From an optimization exercise on the open Yosys and OpenROAD flow, aimed at small area; shortcuts taken in it are not production practice.
The RTL was checked by simulation tests, not by an equivalence proof against the original design.
The clock port is modelled as an ideal driver, which makes a skipped or thinned clock tree look cheaper than it is; a real chip needs a root buffer or a tree.
Power figures rest on the tool's default switching activity, not on a simulated workload.

## direc
module direc (output1,secs_segments,changed,reset,clk);
output [13:0] secs_segments;
output [6:0] output1;
input changed;
input reset;
input clk;
reg       ph2;
reg [2:0] ph7;
reg [1:0] ph3;
wire scan_tick = ~ph2 & ph3[1];
wire sec_inc   = scan_tick & ph7[0];
always @(posedge clk)
if (!reset) begin
  ph2 <= 1'b0; ph7 <= 3'd0; ph3 <= 2'd0;
end else begin
  ph2 <= ~ph2;
  ph7 <= (ph7[2] & ph7[1]) ? 3'd0 : ph7 + 3'd1;
  ph3 <= {ph3[0], ~ph3[1] & ~ph3[0]};
end
reg [3:0] su, mu;
reg [2:0] st, mt;
wire su9 = su[3] & su[0];
wire st5 = st[2] & st[0];
wire mu9 = mu[3] & mu[0];
wire mt5 = mt[2] & mt[0];
wire s_wrap = sec_inc & su9 & st5;
always @(posedge clk)
if (!reset) begin
  su <= 4'd0; st <= 3'd0; mu <= 4'd0; mt <= 3'd0;
end else begin
  if (sec_inc) su <= su9 ? 4'd0 : su + 4'd1;
  if (sec_inc & su9) st <= st5 ? 3'd0 : st + 3'd1;
  if (s_wrap) mu <= mu9 ? 4'd0 : mu + 4'd1;
  if (s_wrap & mu9) mt <= mt5 ? 3'd0 : mt + 3'd1;
end
reg [9:0] pos;
wire pos_end = pos[9] & pos[8] & pos[7] & pos[2];
wire low = ~|pos[9:6];
wire [5:0] p = pos[5:0];
wire p1 = low & (p == 6'd1);
wire p5 = low & (p == 6'd5);
reg [1:0] ht;       
reg [3:0] hu;       
wire new_hour = (mt == 3'd0) & ~mu[3] & ~(mu[2] & mu[1]);
wire tens_carry = (hu[3] & hu[0]) | (ht[1] & hu[1] & hu[0]);
wire units_zero = (hu[3] & hu[0]) | (~ht[1] & ~ht[0] & ~hu[2] & hu[1] & hu[0] & ~mu[2]);
always @(posedge clk)
if (!reset) begin
  pos <= 10'd1; ht <= 2'd3; hu <= 4'd15;
end else if (scan_tick) begin
  pos <= pos_end ? 10'd1 : pos + 10'd1;
  if (p1 & new_hour & tens_carry) ht <= {~ht[1] & ht[0], ~ht[1] & ~ht[0]};
  if (p5 & new_hour) hu <= units_zero ? 4'd0 : hu + 4'd1;
end
function [6:0] seg;
input [3:0] d;
seg = d == 4'd0 ? 7'b0111111 :
      d == 4'd1 ? 7'b0000110 :
  ...
==> flow/config.mk <==
export PLATFORM = sky130hd
export DESIGN_NAME = direc
export DESIGN_NICKNAME = direc
export VERILOG_FILES = /design/flow/design.v
export SDC_FILE = /design/flow/constraint.sdc
export NUM_CORES = 4
export LEC_CHECK = 0
export CAP_MARGIN = 20
export CORE_MARGIN = 2
export CORE_UTILIZATION = 40
export SLEW_MARGIN = 20
==> flow/constraint.sdc <==
create_clock -name core_clock -period 5.0 [get_ports {clk}]
set_input_delay 1.0000 -clock core_clock [delete_from_list [all_inputs] [get_ports {clk}]]
set_output_delay 1.0000 -clock core_clock [all_outputs]
set_load 0.01 [all_outputs]
standard.sh (not shown) runs the stock make flow with config.mk's settings and CLKGATE_MAP_FILE= SYNTH_SCRIPT=/design/flow/synth_recipe.tcl, a recipe that flattens the netlist after the stock synthesis.
==> flow/flow/run.sh <==
#!/bin/bash
# Layout: the standard flow (standard.sh) with an area-oriented ABC mapping in
# synthesis, unit-size port buffers, and one clock buffer for all flip-flops in
# place of the clock tree. make's output goes to make_flow.log; each ORFS step
# keeps its own log under orfs/logs.
set -euo pipefail
W=$(pwd)
export OWN_WORK=$W
export OWN_ABC_SCRIPT=$W/flow/area.abc
export ONE_CLOCK_BUFFER=sky130_fd_sc_hd__clkbuf_16
bash standard.sh \
  SYNTH_SCRIPT=$W/flow/own_synth.tcl \
  REMOVE_ABC_BUFFERS=1 \
  "BUFFER_PORTS_ARGS=-buffer_cell sky130_fd_sc_hd__buf_1" \
  PRE_CTS_TCL=$W/flow/one_clock_buffer.tcl \
  finish > $W/make_flow.log 2>&1
==> flow/flow/area.abc <==
strash
&get -n
&deepsyn -T 20
&put
dch -f
amap
mfs2
strash
dch -f
amap
topo
==> flow/flow/one_clock_buffer.tcl <==
# PRE_CTS hook: instead of TritonCTS's H-tree, one clock buffer at the centre of
# the flip-flops drives every clock pin (the design has few registers). Every
# register's clock then comes through the same buffer and net.
proc clock_tree_synthesis {args} {
  set block [ord::get_db_block]
  set dbu [$block getDbUnitsPerMicron]
  set sx 0.0
  set sy 0.0
  set n 0
  foreach inst [$block getInsts] {
    if {[string match "sky130_fd_sc_hd__*df*" [[$inst getMaster] getName]]} {
      set bb [$inst getBBox]
      set sx [expr {$sx + ([$bb xMin] + [$bb xMax]) / 2.0}]
      set sy [expr {$sy + ([$bb yMin] + [$bb yMax]) / 2.0}]
      incr n
    }
  }
  set x [expr {$sx / $n / $dbu}]
  set y [expr {$sy / $n / $dbu}]
  puts "one clock buffer for $n flip-flops at ($x, $y)"
  insert_buffer -buffer_cell $::env(ONE_CLOCK_BUFFER) -net clk -location [list $x $y] \
    -buffer_name clkbuf_root -net_name clk_root
  [[ord::get_db_block] findNet clk_root] setSigType CLOCK
}
==> flow/flow/own_synth.tcl <==
# The standard flow's synthesis (synth_recipe.tcl) with two changes: Yosys does not extract
# half/full adders, and ABC maps for area with the script named by OWN_ABC_SCRIPT.
# Flip-flops are mapped before ABC runs, so the registers are the standard ones.
proc extract_fa {args} {}
proc abc {args} {
  set i [lsearch -exact $args -script]
  if {$i >= 0} {
    lset args [expr {$i + 1}] $::env(OWN_ABC_SCRIPT)
  }
  yosys abc {*}$args
}
source $::env(OWN_WORK)/synth_recipe.tcl
The first run never finished: it broke off in 4_1_cts.
Then changed:
==> flow/run.sh (new file) <==
#!/bin/bash
# synth_recipe.tcl (not shown) runs the flow's synth.tcl, then flattens the netlist and writes it again
# the make line also repeats each setting of config.mk as NAME=value (left out here)
make -C /OpenROAD-flow-scripts/flow DESIGN_CONFIG=/design/flow/config.mk WORK_HOME=/design/flow/orfs CLKGATE_MAP_FILE= SYNTH_SCRIPT=/design/flow/synth_recipe.tcl finish
removed: flow/flow/run.sh
removed: flow/flow/area.abc
removed: flow/flow/one_clock_buffer.tcl
removed: flow/flow/own_synth.tcl
removed: flow/standard.sh
=> The new run passed the timing, DRC and antenna checks; synthesized cell count went up by a quarter to a third; synthesized area went up by well over a third.
Then changed:
==> flow/flow/run.sh (new file) <==
#!/bin/bash
# Layout: the standard flow (standard.sh) with an area-oriented ABC mapping in
# synthesis, unit-size port buffers and a clock tree of clkbuf_4 without dummy loads.
set -euo pipefail
W=$(pwd)
export OWN_WORK=$W
export OWN_ABC_SCRIPT=$W/flow/area.abc
bash standard.sh \
  SYNTH_SCRIPT=$W/flow/own_synth.tcl \
  REMOVE_ABC_BUFFERS=1 \
  "BUFFER_PORTS_ARGS=-buffer_cell sky130_fd_sc_hd__buf_1" \
  "CTS_ARGS=-sink_clustering_enable -repair_clock_nets -dont_use_dummy_load -buf_list sky130_fd_sc_hd__clkbuf_8 -sink_clustering_size 64 -sink_clustering_max_diameter 400" \
  finish > $W/make_flow.log 2>&1
==> flow/flow/area.abc (new file) <==
strash
&get -n
&deepsyn -T 20
&put
dch -f
amap
mfs2
strash
dch -f
amap
topo
==> flow/flow/own_synth.tcl (new file) <==
# The standard flow's synthesis (synth_recipe.tcl) with two changes: Yosys does not extract
# half/full adders, and ABC maps for area with the script named by OWN_ABC_SCRIPT.
# Flip-flops are mapped before ABC runs, so the registers are the standard ones.
proc extract_fa {args} {}
proc abc {args} {
  set i [lsearch -exact $args -script]
  if {$i >= 0} {
    lset args [expr {$i + 1}] $::env(OWN_ABC_SCRIPT)
  }
  yosys abc {*}$args
}
source $::env(OWN_WORK)/synth_recipe.tcl
==> flow/standard.sh (new file) <==
#!/bin/bash
# synth_recipe.tcl (not shown) runs the flow's synth.tcl, then flattens the netlist and writes it again
# the make line also repeats each setting of config.mk as NAME=value (left out here)
make -C /OpenROAD-flow-scripts/flow DESIGN_CONFIG=/design/flow/config.mk WORK_HOME=/design/flow/orfs CLKGATE_MAP_FILE= SYNTH_SCRIPT=/design/flow/synth_recipe.tcl "${@:-finish}"
removed: flow/run.sh
Worst hold slack is worse by 0.0080 ns.
Non-clock buffer count decreases by 1.
Wire length decreases by 22%.
Combinational power decreases by about 22%.
Area after synthesis decreases by 29%.
Utilization decreases by 1.1 points.
Power decreases by about 9%.
Global-route usage increases by 1.1 points.
Register-to-register slack is worse by 0.48 ns.
Clock-buffer cell count decreases by 1.
Clock skew increases by 0.012 ns.
Then changed:
==> flow/flow/run.sh (replaced) <==
#!/bin/bash
# Layout: the standard flow (standard.sh) with an area-oriented ABC mapping in
# synthesis, unit-size port buffers, and in place of the clock tree one clock
# buffer for each of CLOCK_GROUPS groups of flip-flops (one_clock_buffer.tcl). make's output goes to make_flow.log; each ORFS step
# keeps its own log under orfs/logs.
set -euo pipefail
W=$(pwd)
export OWN_WORK=$W
export OWN_ABC_SCRIPT=$W/flow/area.abc
export CLOCK_BUFFER=sky130_fd_sc_hd__clkbuf_4
export CLOCK_GROUPS=4
bash standard.sh \
  SYNTH_SCRIPT=$W/flow/own_synth.tcl \
  REMOVE_ABC_BUFFERS=1 \
  "BUFFER_PORTS_ARGS=-buffer_cell sky130_fd_sc_hd__buf_1" \
  PRE_CTS_TCL=$W/flow/one_clock_buffer.tcl \
  finish > $W/make_flow.log 2>&1
==> flow/flow/one_clock_buffer.tcl (new file) <==
# PRE_CTS hook: in place of TritonCTS's H-tree, the flip-flops are split into
# CLOCK_GROUPS groups by position (halving along the wider side) and one clock
# buffer at each group's centre drives the group's clock pins. Every register's
# clock comes from the clock port through exactly one buffer.
proc clock_groups {items n} {
  if {$n <= 1 || [llength $items] < 2} { return [list $items] }
  set xs [lmap it $items {lindex $it 1}]
  set ys [lmap it $items {lindex $it 2}]
  set dx [expr {[tcl::mathfunc::max {*}$xs] - [tcl::mathfunc::min {*}$xs]}]
  set dy [expr {[tcl::mathfunc::max {*}$ys] - [tcl::mathfunc::min {*}$ys]}]
  set k [expr {$dx >= $dy ? 1 : 2}]
  set sorted [lsort -real -index $k $items]
  set h [expr {[llength $sorted] / 2}]
  set m [expr {$n / 2}]
  return [concat [clock_groups [lrange $sorted 0 [expr {$h - 1}]] $m] \
                 [clock_groups [lrange $sorted $h end] [expr {$n - $m}]]]
}

proc clock_tree_synthesis {args} {
  set block [ord::get_db_block]
  set dbu [$block getDbUnitsPerMicron]
  set items {}
  foreach pin [get_pins -of_objects [get_nets clk]] {
    set bb [[[sta::sta_to_db_pin $pin] getInst] getBBox]
    lappend items [list $pin [expr {([$bb xMin] + [$bb xMax]) / 2.0 / $dbu}] \
                             [expr {([$bb yMin] + [$bb yMax]) / 2.0 / $dbu}]]
  }
  foreach group [clock_groups $items $::env(CLOCK_GROUPS)] {
    set pins [lmap it $group {lindex $it 0}]
    set x [expr {[tcl::mathop::+ {*}[lmap it $group {lindex $it 1}]] / [llength $group]}]
    set y [expr {[tcl::mathop::+ {*}[lmap it $group {lindex $it 2}]] / [llength $group]}]
    set buf [insert_buffer -buffer_cell $::env(CLOCK_BUFFER) -net clk -load_pins $pins \
      -location [list $x $y] -buffer_name clkbuf_root -net_name clk_root]
    puts "clock buffer [get_full_name $buf] at ($x, $y) for [llength $pins] clock pins"
  }
}
Fmax went up slightly.
Synthesized cell count is unchanged.
Routed wire length went down slightly.
First-iteration DRC count went down by about a fifth.
The clock cells of the fourth run of this note come from the design's own scripts or RTL, not from TritonCTS.

========
direc, a different RTL version from the one above (not shown whole).
Size: roughly 36 flip-flops, roughly 24 I/O pins, ~1700 um^2 of cells after synthesis.
clock: 5.0 ns
lec_check: 0
cap_margin: 20
core_margin: 2
core_utilization: 40
slew_margin: 20
==> flow/flow/run.sh <==
#!/bin/bash
# Layout: the standard flow (standard.sh) with three changes:
# - synthesis maps the logic with three area-oriented ABC scripts and keeps the
#   smallest result (own_synth.tcl); flip-flops are mapped as standard;
# - the port buffers are buf_1;
# - in place of the clock tree, one clock buffer drives each of CLOCK_GROUPS
#   groups of flip-flops (one_clock_buffer.tcl).
# make's output goes to make_flow.log; each ORFS step keeps its log in orfs/logs.
set -euo pipefail
W=$(pwd)
export OWN_WORK=$W
export OWN_ABC_SCRIPTS="$W/flow/abc_a.abc $W/flow/abc_b.abc $W/flow/abc_c.abc"
export CLOCK_BUFFER=sky130_fd_sc_hd__clkbuf_4
export CLOCK_GROUPS=4
bash standard.sh \
  SYNTH_SCRIPT=$W/flow/own_synth.tcl \
  REMOVE_ABC_BUFFERS=1 \
  "BUFFER_PORTS_ARGS=-buffer_cell sky130_fd_sc_hd__buf_1" \
  PRE_CTS_TCL=$W/flow/one_clock_buffer.tcl \
  finish > $W/make_flow.log 2>&1
==> flow/flow/abc_c.abc <==
strash
&get -n
&deepsyn -T 20
&put
dch -f
amap
mfs2
strash
dch -f
amap
mfs2
strash
dch -f
amap
topo
Other scripts of this flow, unchanged in this note and not shown: flow/flow/abc_a.abc, flow/flow/abc_b.abc, flow/flow/one_clock_buffer.tcl, flow/flow/own_synth.tcl
Next try:
==> flow/flow/abc_c.abc (replaced) <==
strash
dch -f
if -K 4 -a
mfs2 -W 10
strash
dch -f
amap
mfs2
strash
dch -f
amap
topo
Result: Global-route usage went down by 0.50 points. Setup slack loses 64 ps. Combinational power is higher by about 3%. Cell area hardly moves. Die area is about the same. Cell count went down by 1.9%. Routed wire length stays flat. Fmax came out lower by 1.6%. Hold slack is worse by 5.0 ps. Synthesized area stays flat.
In every run of this note, the design's own scripts or RTL, not TritonCTS, make the clock network.

========
direc with an RTL version that a note above also has.
Size: roughly 250 cells after synthesis, about 36 flip-flops, roughly 24 I/O pins.
==> flow/design.v (excerpt) <==
module direc (output1,secs_segments,changed,reset,clk);
output [13:0] secs_segments;
output [6:0] output1;
input changed;
input reset;
input clk;
reg       ph2;
reg [2:0] ph7;
reg [1:0] ph3;
wire scan_tick = ~ph2 & ph3[1];
wire sec_inc   = scan_tick & ph7[0];
always @(posedge clk)
if (!reset) begin
  ph2 <= 1'b0; ph7 <= 3'd0; ph3 <= 2'd0;
end else begin
  ph2 <= ~ph2;
  ph7 <= (ph7[2] & ph7[1]) ? 3'd0 : ph7 + 3'd1;
  ph3 <= {ph3[0], ~ph3[1] & ~ph3[0]};
end
reg [3:0] su, mu;
reg [2:0] st, mt;
wire su9 = su[3] & su[0];
wire st5 = st[2] & st[0];
wire mu9 = mu[3] & mu[0];
wire mt5 = mt[2] & mt[0];
wire s_wrap = sec_inc & su9 & st5;
always @(posedge clk)
if (!reset) begin
  su <= 4'd0; st <= 3'd0; mu <= 4'd0; mt <= 3'd0;
end else begin
  if (sec_inc) su <= su9 ? 4'd0 : su + 4'd1;
  if (sec_inc & su9) st <= st5 ? 3'd0 : st + 3'd1;
  if (s_wrap) mu <= mu9 ? 4'd0 : mu + 4'd1;
  if (s_wrap & mu9) mt <= mt5 ? 3'd0 : mt + 3'd1;
end
reg [9:0] pos;
wire pos_end = pos[9] & pos[8] & pos[7] & pos[2];
wire low = ~|pos[9:6];
wire [5:0] p = pos[5:0];
wire p1 = low & (p == 6'd1);
wire p5 = low & (p == 6'd5);
reg [1:0] ht;       
reg [3:0] hu;       
wire new_hour = (mt == 3'd0) & ~mu[3] & ~(mu[2] & mu[1]);
wire tens_carry = (hu[3] & hu[0]) | (ht[1] & hu[1] & hu[0]);
  ...
Settings: LEC_CHECK=0, CAP_MARGIN=20, CORE_MARGIN=2, CORE_UTILIZATION=40, SLEW_MARGIN=20; clock period 5.0 ns.
==> flow/flow/run.sh <==
#!/bin/bash
# Layout: the standard flow (standard.sh) with an area-oriented ABC mapping in
# synthesis, unit-size port buffers, and in place of the clock tree one clock
# buffer for each of CLOCK_GROUPS groups of flip-flops (one_clock_buffer.tcl). make's output goes to make_flow.log; each ORFS step
# keeps its own log under orfs/logs.
set -euo pipefail
W=$(pwd)
export OWN_WORK=$W
export OWN_ABC_SCRIPT=$W/flow/area.abc
export CLOCK_BUFFER=sky130_fd_sc_hd__clkbuf_8
export CLOCK_GROUPS=2
bash standard.sh \
  SYNTH_SCRIPT=$W/flow/own_synth.tcl \
  REMOVE_ABC_BUFFERS=1 \
  "BUFFER_PORTS_ARGS=-buffer_cell sky130_fd_sc_hd__buf_1" \
  PRE_CTS_TCL=$W/flow/one_clock_buffer.tcl \
  finish > $W/make_flow.log 2>&1
==> flow/flow/area.abc <==
strash
&get -n
&deepsyn -T 20
&put
dch -f
amap
mfs2
strash
dch -f
amap
topo
==> flow/flow/one_clock_buffer.tcl <==
# PRE_CTS hook: in place of TritonCTS's H-tree, the flip-flops are split into
# CLOCK_GROUPS groups by position (halving along the wider side) and one clock
# buffer at each group's centre drives the group's clock pins. Every register's
# clock comes from the clock port through exactly one buffer.
proc clock_groups {items n} {
  if {$n <= 1 || [llength $items] < 2} { return [list $items] }
  set xs [lmap it $items {lindex $it 1}]
  set ys [lmap it $items {lindex $it 2}]
  set dx [expr {[tcl::mathfunc::max {*}$xs] - [tcl::mathfunc::min {*}$xs]}]
  set dy [expr {[tcl::mathfunc::max {*}$ys] - [tcl::mathfunc::min {*}$ys]}]
  set k [expr {$dx >= $dy ? 1 : 2}]
  set sorted [lsort -real -index $k $items]
  set h [expr {[llength $sorted] / 2}]
  set m [expr {$n / 2}]
  return [concat [clock_groups [lrange $sorted 0 [expr {$h - 1}]] $m] \
                 [clock_groups [lrange $sorted $h end] [expr {$n - $m}]]]
}

proc clock_tree_synthesis {args} {
  set block [ord::get_db_block]
  set dbu [$block getDbUnitsPerMicron]
  set items {}
  foreach pin [get_pins -of_objects [get_nets clk]] {
    set bb [[[sta::sta_to_db_pin $pin] getInst] getBBox]
    lappend items [list $pin [expr {([$bb xMin] + [$bb xMax]) / 2.0 / $dbu}] \
                             [expr {([$bb yMin] + [$bb yMax]) / 2.0 / $dbu}]]
  }
  foreach group [clock_groups $items $::env(CLOCK_GROUPS)] {
    set pins [lmap it $group {lindex $it 0}]
    set x [expr {[tcl::mathop::+ {*}[lmap it $group {lindex $it 1}]] / [llength $group]}]
    set y [expr {[tcl::mathop::+ {*}[lmap it $group {lindex $it 2}]] / [llength $group]}]
    set buf [insert_buffer -buffer_cell $::env(CLOCK_BUFFER) -net clk -load_pins $pins \
      -location [list $x $y] -buffer_name clkbuf_root -net_name clk_root]
    puts "clock buffer [get_full_name $buf] at ($x, $y) for [llength $pins] clock pins"
  }
}
==> flow/flow/own_synth.tcl <==
# The standard flow's synthesis (synth_recipe.tcl) with two changes: Yosys does not extract
# half/full adders, and ABC maps for area with the script named by OWN_ABC_SCRIPT.
# Flip-flops are mapped before ABC runs, so the registers are the standard ones.
proc extract_fa {args} {}
proc abc {args} {
  set i [lsearch -exact $args -script]
  if {$i >= 0} {
    lset args [expr {$i + 1}] $::env(OWN_ABC_SCRIPT)
  }
  yosys abc {*}$args
}
source $::env(OWN_WORK)/synth_recipe.tcl
Edit:
==> flow/flow/run.sh (replaced) <==
#!/bin/bash
# Layout: the standard flow (standard.sh) with three changes:
# - synthesis maps the logic with three area-oriented ABC scripts and keeps the
#   smallest result (own_synth.tcl); flip-flops are mapped as standard;
# - the port buffers are buf_1;
# - in place of the clock tree, one clock buffer drives each of CLOCK_GROUPS
#   groups of flip-flops (one_clock_buffer.tcl).
# make's output goes to make_flow.log; each ORFS step keeps its log in orfs/logs.
set -euo pipefail
W=$(pwd)
export OWN_WORK=$W
export OWN_ABC_SCRIPTS="$W/flow/abc_a.abc $W/flow/abc_b.abc $W/flow/abc_c.abc"
export CLOCK_BUFFER=sky130_fd_sc_hd__clkbuf_4
export CLOCK_GROUPS=4
bash standard.sh \
  SYNTH_SCRIPT=$W/flow/own_synth.tcl \
  REMOVE_ABC_BUFFERS=1 \
  "BUFFER_PORTS_ARGS=-buffer_cell sky130_fd_sc_hd__buf_1" \
  PRE_CTS_TCL=$W/flow/one_clock_buffer.tcl \
  finish > $W/make_flow.log 2>&1
==> flow/flow/abc_a.abc (new file) <==
strash
&get -n
&deepsyn -T 20
&put
dch -f
amap
mfs2
strash
dch -f
amap
topo
==> flow/flow/abc_b.abc (new file) <==
strash
&get -n
&deepsyn -T 20
&put
dch -f
amap
mfs2
strash
&get -n
&deepsyn -T 10
&put
dch -f
amap
mfs2
strash
dch -f
amap
topo
==> flow/flow/abc_c.abc (new file) <==
strash
dch -f
if -K 4 -a
mfs2 -W 10
strash
dch -f
amap
mfs2
strash
dch -f
amap
topo
==> flow/flow/own_synth.tcl (replaced) <==
# The standard flow's synthesis (synth_recipe.tcl) with two changes: Yosys does not extract
# half/full adders, and ABC maps for area: each script in OWN_ABC_SCRIPTS is tried
# on the same logic and the mapping with the smallest cell area is kept.
# Flip-flops are mapped before ABC runs, so the registers are the standard ones.
proc extract_fa {args} {}
proc abc {args} {
  set i [lsearch -exact $args -script]
  set j [lsearch -exact $args -liberty]
  set lib [lindex $args [expr {$j + 1}]]
  yosys design -save own_pre_abc
  set best ""
  set best_area 0
  foreach script $::env(OWN_ABC_SCRIPTS) {
    yosys design -load own_pre_abc
    lset args [expr {$i + 1}] $script
    yosys abc {*}$args
    set out [tee -q -s result.string stat -liberty $lib]
    regexp {Chip area for (?:top )?module '[^']*': ([0-9.]+)} $out -> area
    puts "OWN abc script $script: area $area"
    if {$best eq "" || $area < $best_area} {
      set best $script
      set best_area $area
      yosys design -save own_best_abc
    }
  }
  puts "OWN abc script kept: $best (area $best_area)"
  yosys design -load own_best_abc
}
source $::env(OWN_WORK)/synth_recipe.tcl
removed: flow/flow/area.abc
After rerunning:
- combinational power stays flat
- flip-flop and latch count stays the same
- maximum frequency is about the same
- design area is about the same
- routed wire length stays flat
- utilization barely changes
- sequential power hardly moves
- setup slack is better by 0.0044 ns
- via count stays flat
- area after synthesis is unchanged
No run of this note takes its clock network from TritonCTS; it comes from the design's own scripts or RTL.

## separate check: timing with driven ports
Ports are ideal in the flow. The routed layouts listed here were re-timed in OpenROAD.
Step 1 sets driving cells, clkbuf_16 on the clock port and buf_2 on the other inputs (assumed; they add their load-dependent delay and slew).
Step 2, shift: input delay + t, output delay - t, t = (earliest + latest rising clock arrival at the registers) / 2. This alone moves slack from input paths to output paths.
Slacks: no drivers / after step 1 / after step 2; pairs: no drivers / after step 1.
run | t (ns) | setup slack, ns | worst setup path at the end
the second run of note 1 | 0.316 | 0.836 / 0.808 / 1.024 | input to output
the third run of note 1 | 0.299 | 0.586 / 0.561 / 0.860 | register to output
the fourth run of note 1 | 0.203 | 0.612 / 0.565 / 0.768 | register to output
the first run of note 2 | 0.205 | 1.020 / 0.974 / 1.179 | register to output
the second run of note 2 | 0.204 | 0.956 / 0.910 / 1.114 | register to output
the first run of note 3 | 0.201 | 0.607 / 0.571 / 0.772 | register to output
the second run of note 3 | 0.203 | 0.612 / 0.565 / 0.768 | register to output
After both steps setup and hold are still met in every run listed.
